What follows belongs to an exercise in optimizing a design on an open flow for small area and a short achievable clock period; a production flow would make more cautious choices. At most, simulation tests tie the RTL to the original design; equivalence was not proved. No activity file was given, so power comes from the tool's default toggle rates.

== the baseline ==
Design processor_top, start of the top module:
module processor_top (
    input wire clk,
    input wire resetn,
    input wire [15:0] instruction_input,
    input wire mem_write,
    output wire [15:0] PC_out
);
Size: ~3,400 cells after synthesis, roughly 1,400 flip-flops, about 35 I/O pins, about 53,000 um^2 of cells after synthesis.
==> flow/config.mk <==
export PLATFORM = sky130hd
export DESIGN_NAME = processor_top
export DESIGN_NICKNAME = processor_top
export VERILOG_FILES = /design/flow/design.v
export SDC_FILE = /design/flow/constraint.sdc
export NUM_CORES = 4
export LEC_CHECK = 0
export CAP_MARGIN = 10
export CORE_MARGIN = 2
export CORE_UTILIZATION = 60
export PLACE_DENSITY = 0.66
export SLEW_MARGIN = 10
==> flow/constraint.sdc <==
create_clock -name core_clock -period 15.0 [get_ports {clk}]
set_input_delay 3.0000 -clock core_clock [delete_from_list [all_inputs] [get_ports {clk}]]
set_output_delay 3.0000 -clock core_clock [all_outputs]
set_load 0.01 [all_outputs]
standard.sh (not shown) runs the stock make flow with config.mk's settings and CLKGATE_MAP_FILE= SYNTH_SCRIPT=/design/flow/synth_recipe.tcl, a recipe that flattens the netlist after the stock synthesis.
==> flow/flow/run.sh <==
#!/bin/bash
# The standard layout (the standard.sh: ORFS synthesis through finish), with timing repair
# asked to keep more setup slack than the clock period needs, so that it also shortens the paths
# that already meet the clock, and clock tree synthesis with larger sink clusters and without
# dummy loads. The clock, constraints and everything else are the standard flow's.
set -euo pipefail
bash standard.sh SETUP_SLACK_MARGIN=10.75 \
  "CTS_ARGS=-sink_clustering_enable -repair_clock_nets -dont_use_dummy_load -sink_clustering_size 36 -sink_clustering_max_diameter 65" \
  finish > make_finish.log 2>&1
Input changes introduced in the candidate (baseline for comparison: the baseline):
Settings: PLACE_DENSITY: 0.66 -> 0.72; CORE_UTILIZATION: 60 -> 65; CAP_MARGIN: 10 -> 20; SLEW_MARGIN: 10 -> 20.
--- a/flow/flow/run.sh
+++ b/flow/flow/run.sh
@@ -8 +8 @@
-  "CTS_ARGS=-sink_clustering_enable -repair_clock_nets -dont_use_dummy_load -sink_clustering_size 36 -sink_clustering_max_diameter 65" \
+  "CTS_ARGS=-sink_clustering_enable -repair_clock_nets -dont_use_dummy_load -sink_clustering_size 32 -sink_clustering_max_diameter 60" \
Notes after the runs:
- The candidate completed end to end with timing, DRC and antenna clean.
- Compared with the baseline, the candidate shows a part of the cycle the worst path needs that is 0.49 points higher.
- Relative to the baseline, global router's overall resource usage increased by 2.4 points in the candidate.
- Between the baseline and the candidate, the clock-pin slew on the worst setup and hold paths does not differ in any meaningful way.
- Comparing the baseline and the candidate, the lower die area is on the candidate.
- The total via count after detailed routing in the candidate sits 1.2% above the value recorded for the baseline.
- Looking at cell type of the slowest stage on the worst timing path, the sky130_fd_sc_hd__clkdlybuf4s50_1 result is from the candidate; the sky130_fd_sc_hd__dfrtp_2 one comes from the baseline.
- Comparing the candidate against the baseline, there is no change at all in maximum number of buffers from clock root to sink.


Setup of the previous run:
processor_top, a different RTL version from the one above (not shown whole).
Size in the first run: ~1400 flip-flops.
clock: 15.0 ns
lec_check: 0
cap_margin: 20
core_margin: 2
core_utilization: 55
slew_margin: 20
==> flow/flow/run.sh <==
#!/bin/bash
# The standard layout (the standard.sh: ORFS synthesis through finish), with timing repair
# asked to keep more setup slack than the clock period needs, so that it also shortens the paths
# that already meet the clock, and clock tree synthesis without dummy loads. The clock,
# constraints and everything else are the standard flow's.
set -euo pipefail
bash standard.sh SETUP_SLACK_MARGIN=11 \
  "CTS_ARGS=-sink_clustering_enable -repair_clock_nets -dont_use_dummy_load -sink_clustering_size 30 -sink_clustering_max_diameter 60" \
  finish > make_finish.log 2>&1
diff inputs: the previous run => the current run
Settings: CAP_MARGIN now 0, was 20; SLEW_MARGIN now 0, was 20.
==> flow/flow/run.sh <==
#!/bin/bash
# The standard layout (the standard.sh: ORFS synthesis through finish), with timing repair
# asked to keep more setup slack than the clock period needs, so that it also shortens the paths
# that already meet the clock, and clock tree synthesis with larger sink clusters and without
# dummy loads. The clock, constraints and everything else are the standard flow's.
set -euo pipefail
bash standard.sh SETUP_SLACK_MARGIN=11 \
  "CTS_ARGS=-sink_clustering_enable -repair_clock_nets -dont_use_dummy_load -sink_clustering_size 36 -sink_clustering_max_diameter 60" \
  finish > make_finish.log 2>&1
Findings:
Taking the previous run as the reference, in the current run clock-cell share of area fell by 0.16 points, detailed placer's ending HPWL was more or less identical, clock power down about 3%.
Looking at critical path launch point, the pc[3] result is from the current run; the pc[10] one comes from the previous run.
Function was not checked in any run of this note: the RTL went through the layout flow alone.


processor_top, a different RTL version from the one above (not shown whole).
For scale: ~3,500 cells after synthesis, about 1,300 flip-flops, ~35 I/O pins.
export LEC_CHECK = 0
export CAP_MARGIN = 10
export CORE_MARGIN = 2
export CORE_UTILIZATION = 65
export PLACE_DENSITY = 0.72
export SLEW_MARGIN = 10
create_clock -name core_clock -period 15.0 [get_ports {clk}]
==> flow/flow/run.sh <==
#!/bin/bash
# The standard layout (the standard.sh: ORFS synthesis through finish), with timing repair
# asked to keep more setup slack than the clock period needs, so that it also shortens the paths
# that already meet the clock, and clock tree synthesis with larger sink clusters and without
# dummy loads. The clock, constraints and everything else are the standard flow's.
set -euo pipefail
bash standard.sh SETUP_SLACK_MARGIN=10.75 \
  "CTS_ARGS=-sink_clustering_enable -repair_clock_nets -dont_use_dummy_load -sink_clustering_size 32 -sink_clustering_max_diameter 55" \
  finish > make_finish.log 2>&1
Next try:
--- a/flow/flow/run.sh
+++ b/flow/flow/run.sh
@@ -7,3 +7,3 @@
 bash standard.sh SETUP_SLACK_MARGIN=10.75 \
-  "CTS_ARGS=-sink_clustering_enable -repair_clock_nets -dont_use_dummy_load -sink_clustering_size 32 -sink_clustering_max_diameter 55" \
+  "CTS_ARGS=-sink_clustering_enable -repair_clock_nets -dont_use_dummy_load -sink_clustering_size 36 -sink_clustering_max_diameter 65" \
   finish > make_finish.log 2>&1
CAP_MARGIN = 20   (was 10)
CORE_UTILIZATION = 60   (was 65)
PLACE_DENSITY = 0.66   (was 0.72)
SLEW_MARGIN = 20   (was 10)
Wire length fell by 0.57%.
Global-route usage drops by 3.4 points.
Final cell count rose by 1.1%.
Combinational power stays flat.
Design area falls by 1.3%.
Setup slack gets better by 0.022 ns.
Clock-buffer cell count falls by 33.
Die area increases by 8.2%.
Next try:
==> flow/flow/run.sh (replaced) <==
#!/bin/bash
# The standard layout (the standard.sh: ORFS synthesis through finish), with timing repair
# asked to keep more setup slack than the clock period needs, so that it also shortens the paths
# that already meet the clock, repair free to resize cells to any footprint, and clock tree
# synthesis with larger sink clusters and without dummy loads. The clock, constraints and
# everything else are the standard flow's.
set -euo pipefail
bash standard.sh SETUP_SLACK_MARGIN=10.75 MATCH_CELL_FOOTPRINT=0 \
  "CTS_ARGS=-sink_clustering_enable -repair_clock_nets -dont_use_dummy_load -sink_clustering_size 36 -sink_clustering_max_diameter 65" \
  finish > make_finish.log 2>&1
CAP_MARGIN = 10   (was 20)
CORE_UTILIZATION = 55   (was 60)
PLACE_DENSITY = default   (was 0.66)
SLEW_MARGIN = 10   (was 20)
What happened: The changed run completed without violations. Core utilization goes down by 4.9 points. Global-route usage falls by 1.1 points. Cell area rises slightly. Synthesized cell count does not change. Via count came out higher slightly. Clock skew is lower by 0.040 ns. Total power climbs by a few percent. Cell count rose by a few percent. Setup slack is worse by 0.033 ns.
No functional check of the RTL was part of any run of this note.

separate check: timing with driven ports:
No port has a modelled driver above. Below, the same layouts with a new extraction and two added sets of constraints.
Step 1: set_driving_cell puts a clkbuf_16 on clk and a buf_2 on each other input, an assumption about the parent block.
Step 2 moves the port delays by t, midway between the first and last clock arrival at a register: inputs arrive t later, outputs are due t later. That takes back most of the time a late clock gives input paths.
a / b / c = ideal ports / drivers / drivers and shift; a / b = the first two.
run | shift t [ns] | setup slack, ns | worst setup path at the end | pins driven straight from the clock port
the baseline | 0.707 | 10.753 / 10.685 / 10.108 | input to register | 1
the candidate | 0.711 | 10.680 / 10.660 / 10.018 | input to register | 1
the previous run | 0.748 | 10.651 / 10.583 / 10.365 | input to register | 1
the current run | 0.756 | 10.664 / 10.592 / 10.313 | input to register | 1
the first run of note 3 | 0.734 | 10.710 / 10.649 / 9.930 | input to register | 1
the second run of note 3 | 0.702 | 10.733 / 10.662 / 9.970 | input to register | 1
the third run of note 3 | 0.735 | 10.699 / 10.635 / 10.117 | input to register | 1
After both steps setup and hold are still met in every run listed. The setup slack of the first run of note 3, which loses most, moves by -0.061 ns with the drivers and by -0.780 ns with both steps.
